From an optimization exercise on the open Yosys and OpenROAD flow, aimed at small area, a short achievable clock period and few clock cycles per item; shortcuts taken in it are not production practice.
Only simulation tests tie the RTL to the original design; equivalence was not proved.

alpha:
## EC_TOP
module EC_TOP(
    clk, rst_n, in_valid,
    in_Px, in_Py, in_Qx, in_Qy, in_prime, in_a,
    out_valid, out_Rx, out_Ry
);
Size: ~2100 cells after synthesis, ~52 I/O pins.
export LEC_CHECK = 0
export CAP_MARGIN = 0
export CORE_MARGIN = 2
export CORE_UTILIZATION = 40
export SLEW_MARGIN = 0
create_clock -name core_clock -period 90.0 [get_ports {clk}]
standard.sh (not shown) runs the stock make flow with config.mk's settings and CLKGATE_MAP_FILE= SYNTH_SCRIPT=/design/flow/synth_recipe.tcl, a recipe that flattens the netlist after the stock synthesis.
==> flow/flow/run.sh <==
#!/bin/bash
# Layout flow: the standard synthesis, then the combinational logic between the
# registers is re-mapped with a stronger ABC script (every register instance, its name
# and its cell type are kept as the standard synthesis made them), then the standard
# layout steps from floorplan to finish.
set -euo pipefail
HERE=$(pwd)
RES=$HERE/orfs/results/${FLOW_PLATFORM}/EC_TOP/base
LIB=$FLOW_HOME/platforms/${FLOW_PLATFORM}/lib/sky130_fd_sc_hd__tt_025C_1v80.lib
YOSYS=$FLOW_HOME/../tools/install/yosys/bin/yosys
[ -x "$YOSYS" ] || YOSYS=yosys

# 1. standard synthesis
bash standard.sh synth > std_synth.log 2>&1
cp $RES/1_2_yosys.v std_synth.v

# 2. re-map the combinational logic
DU=""
for c in $(cat flow/dont_use.txt); do DU="$DU -dont_use $c"; done
cat > resynth.ys <<EOT
read_liberty -ignore_miss_func $LIB
read_verilog std_synth.v
hierarchy -top $FLOW_TOP
setattr -mod -set keep_hierarchy 1 sky130_fd_sc_hd__*df* sky130_fd_sc_hd__*dl*
flatten
opt_clean -purge
tee -o resynth_before.txt stat -liberty $LIB
abc -script $HERE/flow/resynth.abc -liberty $LIB $DU
opt_clean -purge
hilomap -singleton -hicell sky130_fd_sc_hd__conb_1 HI -locell sky130_fd_sc_hd__conb_1 LO
splitnets
opt_clean -purge
select $FLOW_TOP
tee -o resynth_after.txt stat -liberty $LIB
write_verilog -noattr -nohex -nodec -selected resynth.v
EOT
$YOSYS -l resynth.log -q resynth.ys > /dev/null 2>&1
cp resynth.v $RES/1_2_yosys.v
rm -f $RES/1_synth.odb $RES/1_synth.sdc

# 3. standard layout from the new netlist
# the setup margin makes the resizer shorten every register-to-register path
# whose slack is under the margin (so paths longer than 90 - margin ns)
SETUP_SLACK_MARGIN=68 bash standard.sh > std_layout.log 2>&1
==> flow/flow/resynth.abc <==
strash
dc2
balance; rewrite; refactor; balance; rewrite; rewrite -z; balance; refactor -z; rewrite -z; balance
dch -f
&get -n
&dch -f
&nf
&put
strash
dc2
balance; rewrite; refactor; balance; rewrite; rewrite -z; balance; refactor -z; rewrite -z; balance
&get -n
&deepsyn -T 20
&put
dch -f
map -a
map -D 14000
topo
Other scripts of this flow, unchanged in this note and not shown: flow/flow/dont_use.txt
Testbench counts of alpha, summed over its fixed seeds: cycles 9,600, items 3,200.
Setup changes, alpha to beta
Settings: SLEW_MARGIN now 20, was 0; CAP_MARGIN now 20, was 0.
--- a/flow/flow/resynth.abc
+++ b/flow/flow/resynth.abc
@@ -16,3 +16,3 @@
 map -a
-map -D 14000
+map -a
 topo
[summary]
beta vs alpha: met2 wire length down by a few percent
Worst hold margin of alpha is on par with beta.
Row post-place setup slack: beta lower / alpha higher
The run with more setup slack is alpha; beta has less.
Relative to beta, the following input files were edited for gamma:
--- a/flow/flow/resynth.abc
+++ b/flow/flow/resynth.abc
@@ -16,3 +16,3 @@
 map -a
-map -a
+map -D 11000
 topo
[summary]
- Placer congestion estimate (lower): beta
- Lower proportion of cell area occupied by registers was reported by gamma, not beta.
- Relative to beta, via count has increased by 3275 in gamma.
- beta → gamma: initial core utilization ~0 delta; utilization after layout -6.2 points; number of standard cells in the layout, taps in and fillers out +about 13%.
- Compared with beta, in gamma non-clock buffer count now smaller; sum of buffers and inverters on the critical path now smaller.
- Summary — post-synthesis to final-layout area growth, gamma relative to beta: lower, by 15 points.
Modified inputs, delta compared to gamma
--- a/flow/flow/resynth.abc
+++ b/flow/flow/resynth.abc
@@ -16,3 +16,3 @@
 map -a
-map -D 11000
+map -D 14000
 topo
### Flow results
Looking at the reports, delta completed the entire flow and the layout it produced met the timing, design-rule and antenna checks.
The final worst slack in delta sits 280 ps below the value recorded for gamma.
The lower synthesis-to-finish area growth of delta and gamma is in gamma.
Lower via count of the first global-routing pass goes to delta over gamma.
Compared with gamma, in delta pin count of the biggest net entering global routing fell 12; actual slew at the worst max-slew pin went up 150 ps.

* * *

EC_TOP, a different RTL version from the one above (not shown whole).
Size: roughly 1900 cells after synthesis, ~52 I/O pins, roughly 11000 um^2 of cells after synthesis.
==> flow/config.mk <==
export PLATFORM = sky130hd
export DESIGN_NAME = EC_TOP
export DESIGN_NICKNAME = EC_TOP
export VERILOG_FILES = /design/flow/design.v
export SDC_FILE = /design/flow/constraint.sdc
export NUM_CORES = 4
export LEC_CHECK = 0
export CAP_MARGIN = 20
export CORE_MARGIN = 2
export CORE_UTILIZATION = 40
export SLEW_MARGIN = 20
==> flow/constraint.sdc <==
create_clock -name core_clock -period 90.0 [get_ports {clk}]
set_input_delay 18.0000 -clock core_clock [delete_from_list [all_inputs] [get_ports {clk}]]
set_output_delay 18.0000 -clock core_clock [all_outputs]
set_load 0.01 [all_outputs]
==> flow/flow/run.sh <==
#!/bin/bash
# Layout flow: the standard synthesis, then the combinational logic between the
# registers is re-mapped with a stronger ABC script (every register instance, its name
# and its cell type are kept as the standard synthesis made them), then the standard
# layout steps from floorplan to finish.
set -euo pipefail
HERE=$(pwd)
RES=$HERE/orfs/results/${FLOW_PLATFORM}/EC_TOP/base
LIB=$FLOW_HOME/platforms/${FLOW_PLATFORM}/lib/sky130_fd_sc_hd__tt_025C_1v80.lib
YOSYS=$FLOW_HOME/../tools/install/yosys/bin/yosys
[ -x "$YOSYS" ] || YOSYS=yosys

# 1. standard synthesis
bash standard.sh synth > std_synth.log 2>&1
cp $RES/1_2_yosys.v std_synth.v

# 2. re-map the combinational logic
DU=""
for c in $(cat flow/dont_use.txt); do DU="$DU -dont_use $c"; done
cat > resynth.ys <<EOT
read_liberty -ignore_miss_func $LIB
read_verilog std_synth.v
hierarchy -top $FLOW_TOP
setattr -mod -set keep_hierarchy 1 sky130_fd_sc_hd__*df* sky130_fd_sc_hd__*dl*
flatten
opt_clean -purge
tee -o resynth_before.txt stat -liberty $LIB
abc -script $HERE/flow/resynth.abc -liberty $LIB $DU
opt_clean -purge
hilomap -singleton -hicell sky130_fd_sc_hd__conb_1 HI -locell sky130_fd_sc_hd__conb_1 LO
splitnets
opt_clean -purge
select $FLOW_TOP
tee -o resynth_after.txt stat -liberty $LIB
write_verilog -noattr -nohex -nodec -selected resynth.v
EOT
$YOSYS -l resynth.log -q resynth.ys > /dev/null 2>&1
cp resynth.v $RES/1_2_yosys.v
rm -f $RES/1_synth.odb $RES/1_synth.sdc

# 3. standard layout from the new netlist
# the setup margin makes the resizer shorten every register-to-register path
# whose slack is under the margin (so paths longer than 90 - margin ns)
# ports get the smallest plain buffer rather than the resizer's pick (a delay cell)
export BUFFER_PORTS_ARGS="-buffer_cell sky130_fd_sc_hd__buf_1"
SETUP_SLACK_MARGIN=68 bash standard.sh > std_layout.log 2>&1
Other scripts of this flow, unchanged in this note and not shown: flow/flow/dont_use.txt, flow/flow/resynth.abc
The baseline passed the timing, design-rule and antenna checks.
Testbench counts at the start, summed over its fixed seeds: cycles 9,600, items 3,200.
Next try:
--- a/flow/flow/run.sh
+++ b/flow/flow/run.sh
@@ -43,4 +43,2 @@
 # whose slack is under the margin (so paths longer than 90 - margin ns)
-# ports get the smallest plain buffer rather than the resizer's pick (a delay cell)
-export BUFFER_PORTS_ARGS="-buffer_cell sky130_fd_sc_hd__buf_1"
 SETUP_SLACK_MARGIN=68 bash standard.sh > std_layout.log 2>&1
=>
- routed wire length goes down by 0.82%
- cell area came out higher by 1.7%
- synthesized cell count stays the same
- first-iteration DRC count climbs by 12%
- area after synthesis does not change
- die area is unchanged
- via count stays flat
- hold slack improved by 0.015 ns
- setup slack improved by 0.23 ns
Next try:
--- a/flow/flow/run.sh
+++ b/flow/flow/run.sh
@@ -43,2 +43,2 @@
 # whose slack is under the margin (so paths longer than 90 - margin ns)
-SETUP_SLACK_MARGIN=68 bash standard.sh > std_layout.log 2>&1
+SETUP_SLACK_MARGIN=69 bash standard.sh > std_layout.log 2>&1
Hold slack is worse by 0.015 ns. Design area rises by 5.8%. Sequential share of layout area falls by 0.58 points. Critical path depth rises by 3. Cell count rises by 1.1%. Synthesized area is unchanged. Non-clock buffer count rises by 24. Wire length rises by 3.9%.

-- re-timing with driven ports --
No port has a modelled driver above. Below, the same layouts with a new extraction and two added sets of constraints. Step 1: set_driving_cell puts a clkbuf_16 on clk and a buf_2 on each other input, an assumption about the parent block. Step 2 times the ports against the registers' clock, not the clock port: input delays grow and output delays shrink by t, the midpoint of the rising clock arrivals with the driver on. a / b / c = no drivers / after step 1 / after step 2; a / b = the first two.
| run | t (ns) | setup WS [ns] | hold slack, ns | latest minus earliest clock arrival (ns) | cell pins on the clock port's net |
|---|---|---|---|---|---|
| alpha | 0.339 | 69.444 / 69.444 / 69.444 | 0.351 / 0.351 / 0.351 | 0.011 / 0.011 | 1 |
| beta | 0.332 | 68.872 / 68.872 / 68.872 | 0.350 / 0.350 / 0.350 | 0.012 / 0.012 | 1 |
| gamma | 0.337 | 69.721 / 69.721 / 69.721 | 0.361 / 0.361 / 0.361 | 0.017 / 0.016 | 1 |
| delta | 0.339 | 69.444 / 69.444 / 69.444 | 0.351 / 0.351 / 0.351 | 0.011 / 0.011 | 1 |
| the first run of note 2 | 0.343 | 69.406 / 69.406 / 69.406 | 0.354 / 0.354 / 0.354 | 0.012 / 0.012 | 1 |
| the second run of note 2 | 0.349 | 69.636 / 69.636 / 69.636 | 0.369 / 0.369 / 0.369 | 0.018 / 0.018 | 1 |
| the third run of note 2 | 0.337 | 69.990 / 69.990 / 69.854 | 0.354 / 0.354 / 0.354 | 0.006 / 0.006 | 1 |
After both steps every run listed still meets setup and hold. For the third run of note 2, which loses most, drivers alone change the setup slack by 0.000 ns; drivers and shift together by -0.136 ns.
